From an optimization exercise on the open Yosys and OpenROAD flow, aimed at small area, a short achievable clock period and few clock cycles; shortcuts taken in it are not production practice. At most, simulation tests tie the RTL to the original design; equivalence was not proved. Power is estimated from default activity; no workload was simulated.

==> inputs of 02-06 <==
## alu
module alu #(
    parameter INT_W  = 4,
    parameter FRAC_W = 6,
    parameter INST_W = 4,
    parameter DATA_W = INT_W + FRAC_W
)(
    input                     i_clk,
    input                     i_rst_n,
    input                     i_valid,
    input signed [DATA_W-1:0] i_data_a,
    input signed [DATA_W-1:0] i_data_b,
    input        [INST_W-1:0] i_inst,
    output                    o_valid,
    output       [DATA_W-1:0] o_data
);
clock: 9.0 ns
lec_check: 0
cap_margin: 20
core_margin: 2
core_utilization: 40
setup_slack_margin: 2.5
slew_margin: 20
run.sh (not shown) runs the stock make flow with config.mk's settings and CLKGATE_MAP_FILE= SYNTH_SCRIPT=/design/flow/synth_recipe.tcl, a recipe that flattens the netlist after the stock synthesis.
==> 11-24 (differences from 02-06) <==
Settings changed: SETUP_SLACK_MARGIN 2.5 to 4.5.
==> 09-20 (differences from 02-06) <==
==> flow/flow/run.sh (new file) <==
#!/bin/bash
# The standard layout, except that the input and output ports are buffered
# with buf_2 cells (buffer_ports otherwise picks a slow delay buffer).
set -euo pipefail
bash standard.sh "BUFFER_PORTS_ARGS=-buffer_cell sky130_fd_sc_hd__buf_2" finish > standard_flow.log 2>&1
==> flow/standard.sh (new file) <==
#!/bin/bash
# synth_recipe.tcl (not shown) runs the flow's synth.tcl, then flattens the netlist and writes it again
# the make line also repeats each setting of config.mk as NAME=value (left out here)
make -C /OpenROAD-flow-scripts/flow DESIGN_CONFIG=/design/flow/config.mk WORK_HOME=/design/flow/orfs CLKGATE_MAP_FILE= SYNTH_SCRIPT=/design/flow/synth_recipe.tcl "${@:-finish}"
Settings changed: ABC_AREA set to 1, SETUP_SLACK_MARGIN 2.5 to 3.5.
removed: flow/run.sh
==> comparison <==
- Clock skew: 09-20 < 02-06 < 11-24.
- Total power, highest first: 11-24, 09-20, 02-06.
- Combinational power, highest first: 11-24, 09-20, 02-06.
- Sequential share of layout area: 11-24 < 02-06 < 09-20.
- Of 02-06 and 09-20, 09-20 has the higher die area (gap 3.0%, measured against 09-20).
- Between 02-06 and 11-24, the lower global-route usage is in 02-06 (gap 3.0 points).
- Of 11-24 and 02-06, 11-24 has the higher final cell count (gap about 13%, measured against 02-06).
- First-iteration DRC count: 09-20 < 02-06 < 11-24.
- Between 02-06 and 09-20, the lower fmax is in 02-06 (gap 14%, measured against 09-20).
Testbench counts of 02-06, summed over its fixed seeds: cycles 24,000.
Testbench counts of 11-24, summed over its fixed seeds: cycles 24,000.
Testbench counts of 09-20, summed over its fixed seeds: cycles 24,000.

---

==> branch xenon <==
Another version of the RTL of alu (not shown whole).
Settings: LEC_CHECK=0, ABC_AREA=1, CAP_MARGIN=20, CORE_MARGIN=2, CORE_UTILIZATION=40, SETUP_SLACK_MARGIN=5.0, SLEW_MARGIN=20; clock period 9.0 ns.
standard.sh (not shown) runs the stock make flow with config.mk's settings and CLKGATE_MAP_FILE= SYNTH_SCRIPT=/design/flow/synth_recipe.tcl, a recipe that flattens the netlist after the stock synthesis.
==> flow/flow/run.sh <==
#!/bin/bash
# The standard layout with two changes:
#  - the input and output ports are buffered with buf_2 cells (buffer_ports
#    otherwise picks a slow delay buffer);
#  - synthesis is the standard one except for ABC's mapping: the logic from
#    the registers to o_data keeps ORFS's area script (abc_area.script), the
#    logic from the inputs to the registers, which has timing to spare, is
#    mapped for area only (abc_s1.script). flow/abc_split.tcl replaces the
#    single abc call of ORFS's synth.tcl;
#  - flow/fixpol.py then rebuilds the inverters of the synthesised netlist,
#    choosing for each full adder whether it works on true or complemented
#    signals (a full adder is self-dual) so that fewer inverters are needed.
set -euo pipefail
W=$PWD
awk -v blk="$W/flow/abc_split.tcl" '{
  if ($0 == "  log_cmd abc {*}$abc_args") { while ((getline l < blk) > 0) print l; close(blk) }
  else print
}' "$FLOW_HOME/scripts/synth.tcl" > synth_split.tcl
grep -q 'ABC_S1' synth_split.tcl
sed "s#source \$::env(SCRIPTS_DIR)/synth.tcl#source $W/synth_split.tcl#" synth_recipe.tcl > synth_top.tcl
grep -q 'synth_split.tcl' synth_top.tcl
# after synthesis writes the netlist, re-polarise its full adders
echo "exec python3 $W/flow/fixpol.py \$::env(RESULTS_DIR)/1_2_yosys.v 2>@ stdout >@ stdout" >> synth_top.tcl
bash standard.sh "BUFFER_PORTS_ARGS=-buffer_cell sky130_fd_sc_hd__buf_2" \
  "SYNTH_SCRIPT=$W/synth_top.tcl" \
  "ABC_S1=$W/flow/abc_s1.script" \
  "ABC_S2=$FLOW_HOME/scripts/abc_area.script" \
  "SETUP_MOVE_SEQUENCE=sizeup,swap" \
  finish > standard_flow.log 2>&1
Other scripts of this flow, unchanged in this note and not shown: flow/flow/abc_s1.script, flow/flow/abc_split.tcl, flow/flow/fixpol.py
==> inputs of branch willow, as changes to branch xenon <==
--- a/flow/flow/run.sh
+++ b/flow/flow/run.sh
@@ -26,4 +26,3 @@
   "ABC_S1=$W/flow/abc_s1.script" \
   "ABC_S2=$FLOW_HOME/scripts/abc_area.script" \
-  "SETUP_MOVE_SEQUENCE=sizeup,swap" \
   finish > standard_flow.log 2>&1
Settings changed: SETUP_SLACK_MARGIN 5.0 to 3.5.
==> inputs of branch delta, as changes to branch xenon <==
Settings changed: SETUP_SLACK_MARGIN 5.0 to 4.6.
==> run summary <==
- Of branch willow and branch xenon, branch xenon has the higher power (gap about 16%, measured against branch xenon).
- Routed wire length: branch xenon is larger than branch delta (1.4%).
- The lowest worst hold slack belongs to branch delta, the highest to branch willow.
- Design area: branch willow < branch delta < branch xenon.
- Synthesized cell count is the same in branch xenon and branch delta.
- Clock skew, lowest first: branch xenon, branch willow, branch delta.
- In clock power, branch willow and branch xenon hardly differ.
- Cell count is the same in branch delta and branch willow.
- In register-to-register slack, branch xenon and branch willow hardly differ.
Testbench counts of branch xenon, summed over its fixed seeds: cycles 24,000.
Testbench counts of branch willow, summed over its fixed seeds: cycles 24,000.
Testbench counts of branch delta, summed over its fixed seeds: cycles 24,000.

---

==> 01-11: inputs <==
alu, a different RTL version from the one above (not shown whole).
// alu
module alu #(
    parameter INT_W  = 4,
    parameter FRAC_W = 6,
    parameter INST_W = 4,
    parameter DATA_W = INT_W + FRAC_W
)(
    input                     i_clk,
    input                     i_rst_n,
    input                     i_valid,
    input signed [DATA_W-1:0] i_data_a,
    input signed [DATA_W-1:0] i_data_b,
    input        [INST_W-1:0] i_inst,
    output                    o_valid,
    output       [DATA_W-1:0] o_data
);
Settings: LEC_CHECK=0, CAP_MARGIN=20, CORE_MARGIN=2, CORE_UTILIZATION=40, SLEW_MARGIN=20; clock period 9.0 ns.
run.sh (not shown) runs the stock make flow with config.mk's settings and CLKGATE_MAP_FILE= SYNTH_SCRIPT=/design/flow/synth_recipe.tcl, a recipe that flattens the netlist after the stock synthesis.
Stock flow here: none of the scripts above is used.
==> inputs of 01-18, as changes to 01-11 <==
Settings changed: SETUP_SLACK_MARGIN set to 4.
==> inputs of 06-20, as changes to 01-11 <==
Settings changed: CORE_UTILIZATION 40 to 60, SETUP_SLACK_MARGIN set to 5.
==> comparison table <==
metric	06-20	01-18	01-11
Outcome	no timing/DRC/antenna violations	no timing/DRC/antenna violations	no timing/DRC/antenna violations
Met3 Routed Length	2500 um	1130 um	922 um
Clock network power share	7.8%	9.1%	12.4%
Number of iterations in the first detailed-routing pass	25	5	5
Leakage Power	4.46 nW	3.93 nW	3.66 nW
Setup crit end	o_data[1]	o_data[1]	o_data[7]
Clock network area share	1.70%	1.98%	2.35%
Power share of the combinational group	80.3%	77.5%	69.9%
Metal2 WL	12100 um	9390 um	8820 um
Non-clock buffering overhead	16.7%	9.23%	6.19%
First-pass GRT wire length	38400 um	33100 um	31700 um
Power in the clock group	0.000219 W	0.000223 W	0.000235 W
Area added between synthesis and finish	38.7%	21.7%	10.8%
Instance count along the most critical hold path	1	2	2
Initial core utilization	62.1%	41.2%	41.2%
Die Span Y	113 um	138 um	138 um
Comb power	0.00226 W	0.00191 W	0.00132 W
Number of buffers outside the clock class in the layout	149	80	53
Detail-routed net length per standard cell	22.5 um	18.0 um	16.9 um
Core Region	11500 um2	17400 um2	17400 um2
No run of this note included a check of the RTL's function; only the layout flow was run.

---

==> inputs of v33 <==
alu with an RTL version that a note above also has.
Settings: LEC_CHECK=0, ABC_AREA=1, CAP_MARGIN=20, CORE_MARGIN=2, CORE_UTILIZATION=50, SETUP_SLACK_MARGIN=3.5, SLEW_MARGIN=20; clock period 9.0 ns.
standard.sh (not shown) runs the stock make flow with config.mk's settings and CLKGATE_MAP_FILE= SYNTH_SCRIPT=/design/flow/synth_recipe.tcl, a recipe that flattens the netlist after the stock synthesis.
==> flow/flow/run.sh <==
#!/bin/bash
# The standard layout with two changes:
#  - the input and output ports are buffered with buf_2 cells (buffer_ports
#    otherwise picks a slow delay buffer);
#  - synthesis is the standard one except for ABC's mapping: the logic from
#    the registers to o_data keeps ORFS's area script (abc_area.script), the
#    logic from the inputs to the registers, which has timing to spare, is
#    mapped for area only (abc_s1.script). flow/abc_split.tcl replaces the
#    single abc call of ORFS's synth.tcl.
set -euo pipefail
W=$PWD
awk -v blk="$W/flow/abc_split.tcl" '{
  if ($0 == "  log_cmd abc {*}$abc_args") { while ((getline l < blk) > 0) print l; close(blk) }
  else print
}' "$FLOW_HOME/scripts/synth.tcl" > synth_split.tcl
grep -q 'ABC_S1' synth_split.tcl
sed "s#source \$::env(SCRIPTS_DIR)/synth.tcl#source $W/synth_split.tcl#" synth_recipe.tcl > synth_top.tcl
grep -q 'synth_split.tcl' synth_top.tcl
bash standard.sh "BUFFER_PORTS_ARGS=-buffer_cell sky130_fd_sc_hd__buf_2" \
  "SYNTH_SCRIPT=$W/synth_top.tcl" \
  "ABC_S1=$W/flow/abc_s1.script" \
  "ABC_S2=$FLOW_HOME/scripts/abc_area.script" \
  finish > standard_flow.log 2>&1
==> flow/flow/abc_s1.script <==
strash
dc2
dch -f
map -a
topo
stime -c
buffer -c
upsize -c
dnsize -c
==> flow/flow/abc_split.tcl <==
  # Map the logic in the cone of the outputs (from the registers to o_data)
  # and the rest (from the inputs to the registers) with separate ABC scripts.
  set abc_rest [lrange $abc_args 2 end]
  select -set s2 o:o_data {%ci*:-sky130_fd_sc_hd__dfxtp_1[D,CLK]:-sky130_fd_sc_hd__dfrtp_1[D,CLK,RESET_B]}
  select -set s1 * @s2 %d
  log_cmd abc -script $::env(ABC_S1) {*}$abc_rest @s1
  log_cmd abc -script $::env(ABC_S2) {*}$abc_rest @s2
  select -clear
==> inputs of v1, as changes to v33 <==
==> flow/flow/run.sh (replaced) <==
#!/bin/bash
# The standard layout, except that the input and output ports are buffered
# with buf_2 cells (buffer_ports otherwise picks a slow delay buffer).
set -euo pipefail
bash standard.sh "BUFFER_PORTS_ARGS=-buffer_cell sky130_fd_sc_hd__buf_2" finish > standard_flow.log 2>&1
CORE_UTILIZATION = 40   (was 50)
CTS_BUF_LIST = sky130_fd_sc_hd__clkbuf_4 sky130_fd_sc_hd__clkbuf_8   (was default)
SETUP_SLACK_MARGIN = 4.3   (was 3.5)
removed: flow/flow/abc_s1.script
removed: flow/flow/abc_split.tcl
==> comparison <==
- v33 produced a clean layout. v1 completed without violations.
- Against v33, the sequential share of layout area of v1 is lower by 1.1 points.
- Clock power: v33 is larger than v1 (about 30%).
- Of v1 and v33, v1 has the higher non-clock buffer count (gap 10).
- Against v33, the synthesized area of v1 is higher by about 3.6%.
- Total power: v33 is lower than v1 (14%).
- Between v1 and v33, the lower via count is in v33 (gap 2.9%, measured against v33).
- Critical path depth is the same in v33 and v1.
- In v1 the final area is larger than in v33, by 9.4%.
- In v33 the utilization is higher than in v1, by 8.2 points.
- Against v33, the global-route usage of v1 is lower by 8.2 points.
Testbench counts of v33, summed over its fixed seeds: cycles 24,000.
Testbench counts of v1, summed over its fixed seeds: cycles 24,000.

---

==> run G <==
alu, a different RTL version from the one above (not shown whole).
export LEC_CHECK = 0
export CAP_MARGIN = 20
export CORE_MARGIN = 2
export CORE_UTILIZATION = 40
export SETUP_SLACK_MARGIN = 4
export SLEW_MARGIN = 20
export SYNTH_HIERARCHICAL = 1
export SYNTH_MINIMUM_KEEP_SIZE = 0
create_clock -name core_clock -period 9.0 [get_ports {i_clk}]
run.sh (not shown) runs the stock make flow with config.mk's settings and CLKGATE_MAP_FILE= SYNTH_SCRIPT=/design/flow/synth_recipe.tcl, a recipe that flattens the netlist after the stock synthesis.
Stock flow here: none of the scripts above is used.
==> run H (differences from run G) <==
- SETUP_SLACK_MARGIN: 4 -> 2.5
==> run P (differences from run G) <==
==> flow/flow/run.sh (new file) <==
#!/bin/bash
# The standard layout, except that the input and output ports are buffered
# with buf_2 cells (buffer_ports otherwise picks a slow delay buffer).
set -euo pipefail
bash standard.sh "BUFFER_PORTS_ARGS=-buffer_cell sky130_fd_sc_hd__buf_2" finish > standard_flow.log 2>&1
==> flow/standard.sh (new file) <==
#!/bin/bash
# synth_recipe.tcl (not shown) runs the flow's synth.tcl, then flattens the netlist and writes it again
# the make line also repeats each setting of config.mk as NAME=value (left out here)
make -C /OpenROAD-flow-scripts/flow DESIGN_CONFIG=/design/flow/config.mk WORK_HOME=/design/flow/orfs CLKGATE_MAP_FILE= SYNTH_SCRIPT=/design/flow/synth_recipe.tcl "${@:-finish}"
- SETUP_SLACK_MARGIN: 4 -> 2.5
removed: flow/run.sh
==> impl_metrics.py <==
metrics = {
    "run_status": {
        "status": "no timing/DRC/antenna violations",
    },
    "final_layout": {
        "syn_to_final_growth_pct": 7.09,
        "final_area_um2": 6100,
        "multi_input_area_share": 0.754,
        "nets": 747,
    },
    "sta": {
        "min_period_ps": 5850,
        "worst-slew-pin-transition_ps": 831,
    },
    "power_and_ir_drop": {
        "clk-power_mw": 0.190,
        "vdd_drop_max_v": 0.000140,
    },
}
the above is filed under run P

==> impl_metrics.py <==
metrics = {
    "run_status": {
        "status": "no timing/DRC/antenna violations",
    },
    "floorplan": {
        "dieHeight_um": 123,
    },
    "final_layout": {
        "buffer_area_frac": 0.133,
        "multi_input_area_share": 0.683,
        "syn_to_final_growth_pct": 29.8,
        "nets": 809,
        "final_area_um2": 7400,
    },
    "critical_path": {
        "crit_type": "register to output pin",
        "crit_fanout": 6,
    },
    "sta": {
        "min_period_ps": 5290,
        "period_share": 0.588,
    },
    "power_and_ir_drop": {
        "clk-power_mw": 0.235,
    },
    "detailed_routing": {
        "dr.pass1.iters": 5,
    },
    "global_routing": {
        "grt.overflow.total": 0,
    },
}
the above is filed under run G

==> impl_metrics.py <==
metrics = {
    "run_status": {
        "status": "no timing/DRC/antenna violations",
    },
    "sta": {
        "rsz0062_at_grt": "yes",
        "min_period_ps": 6380,
    },
    "power_and_ir_drop": {
        "vdd_drop_max_v": 0.000165,
        "clk-power_mw": 0.176,
        "finalPower_mw": 1.91,
    },
    "final_layout": {
        "multi_input_area_share": 0.728,
        "nets": 753,
        "final_area_um2": 6330,
    },
}
the above is filed under run H

No run of this note included a check of the RTL's function; only the layout flow was run.

---

==> inputs of 04-07 <==
RTL: one of the versions met above, not the one the previous note started from.
Settings: LEC_CHECK=0, ABC_AREA=1, CAP_MARGIN=20, CORE_MARGIN=2, CORE_UTILIZATION=40, CTS_BUF_LIST=sky130_fd_sc_hd__clkbuf_8, SETUP_SLACK_MARGIN=4.3, SLEW_MARGIN=20; clock period 9.0 ns.
standard.sh (not shown) runs the stock make flow with config.mk's settings and CLKGATE_MAP_FILE= SYNTH_SCRIPT=/design/flow/synth_recipe.tcl, a recipe that flattens the netlist after the stock synthesis.
==> flow/flow/run.sh <==
#!/bin/bash
# The standard layout, except that the input and output ports are buffered
# with buf_2 cells (buffer_ports otherwise picks a slow delay buffer).
set -euo pipefail
bash standard.sh "BUFFER_PORTS_ARGS=-buffer_cell sky130_fd_sc_hd__buf_2" finish > standard_flow.log 2>&1
==> inputs of 03-25, as changes to 04-07 <==
--- a/flow/config.mk
+++ b/flow/config.mk
@@ -8,7 +8,6 @@
 export ABC_AREA = 1
 export CAP_MARGIN = 20
 export CORE_MARGIN = 2
-export CORE_UTILIZATION = 40
-export CTS_BUF_LIST = sky130_fd_sc_hd__clkbuf_8
-export SETUP_SLACK_MARGIN = 4.3
+export CORE_UTILIZATION = 55
+export SETUP_SLACK_MARGIN = 3.5
 export SLEW_MARGIN = 20
==> comparison table <==
metric	04-07	03-25
Outcome	finished clean	finished clean
Non-CTS buffers	47	38
Routed length on met1	8300 microns	7660 microns
Reg2Reg Depth	16	14
Amount of wire on met3 after detailed routing	950 microns	1480 microns
Global routing usage on met3	2.61%	5.20%
Launch point of the worst path	x_r[7]$_DFFE_PN0P_	x_r[9]$_DFFE_PN0P_
Leak pwr	3.68 nW	3.60 nW
NonClk Buf Share	4.29%	3.03%
Largest driver fanout on the critical path	5	9
Fraction of area in multi-input gates	68.0%	68.3%
Sequential Power Share	16.7%	20.9%
Int Pwr	0.706 mW	0.559 mW
Routed met2 length	8010 microns	7980 microns
Core Region	14600 sq um	10700 sq um
Power density over the cells	201 nW/um^2	177 nW/um^2
Testbench counts of 04-07, summed over its fixed seeds: cycles 24,000.
Testbench counts of 03-25, summed over its fixed seeds: cycles 24,000.

==> re-timing with driven ports <==
The results above use ideal ports. As a check the final layouts listed here were re-extracted and re-timed, cells and wires unchanged.
Step 1 sets driving cells, clkbuf_16 on the clock port and buf_2 on the other inputs (assumed; they add their load-dependent delay and slew).
Step 2, shift: input delay + t, output delay - t, t = (earliest + latest rising clock arrival at the registers) / 2. This alone moves slack from input paths to output paths.
Three values: ideal ports, drivers, drivers and shift; two values: the first two.
| run | t (ns) | slack for setup (ns) | pins driven straight from the clock port |
|---|---|---|---|
| 02-06 | 0.310 | 2.755 / 2.769 / 2.458 | 1 |
| 11-24 | 0.314 | 3.806 / 3.767 / 3.520 | 1 |
| 09-20 | 0.309 | 3.656 / 3.667 / 3.358 | 1 |
| branch xenon | 0.316 | 4.394 / 4.357 / 4.288 | 1 |
| branch willow | 0.311 | 4.376 / 4.340 / 4.104 | 1 |
| branch delta | 0.324 | 4.494 / 4.458 / 4.179 | 1 |
| 01-11 | 0.325 | 2.510 / 2.476 / 2.656 | 1 |
| 01-18 | 0.332 | 3.517 / 3.481 / 3.666 | 1 |
| 06-20 | 0.325 | 3.210 / 3.172 / 3.497 | 1 |
| v33 | 0.322 | 4.266 / 4.233 / 4.120 | 1 |
| v1 | 0.323 | 4.339 / 4.307 / 4.349 | 1 |
| run G | 0.316 | 3.705 / 3.670 / 3.577 | 1 |
| run H | 0.317 | 2.619 / 2.626 / 2.309 | 1 |
| run P | 0.320 | 3.151 / 3.156 / 2.848 | 1 |
| 04-07 | 0.323 | 4.339 / 4.307 / 4.349 | 1 |
| 03-25 | 0.316 | 4.214 / 4.185 / 4.362 | 1 |
After both steps setup and hold are still met in every run listed. The setup slack of branch delta, which loses most, moves by -0.036 ns with the drivers and by -0.315 ns with both steps.
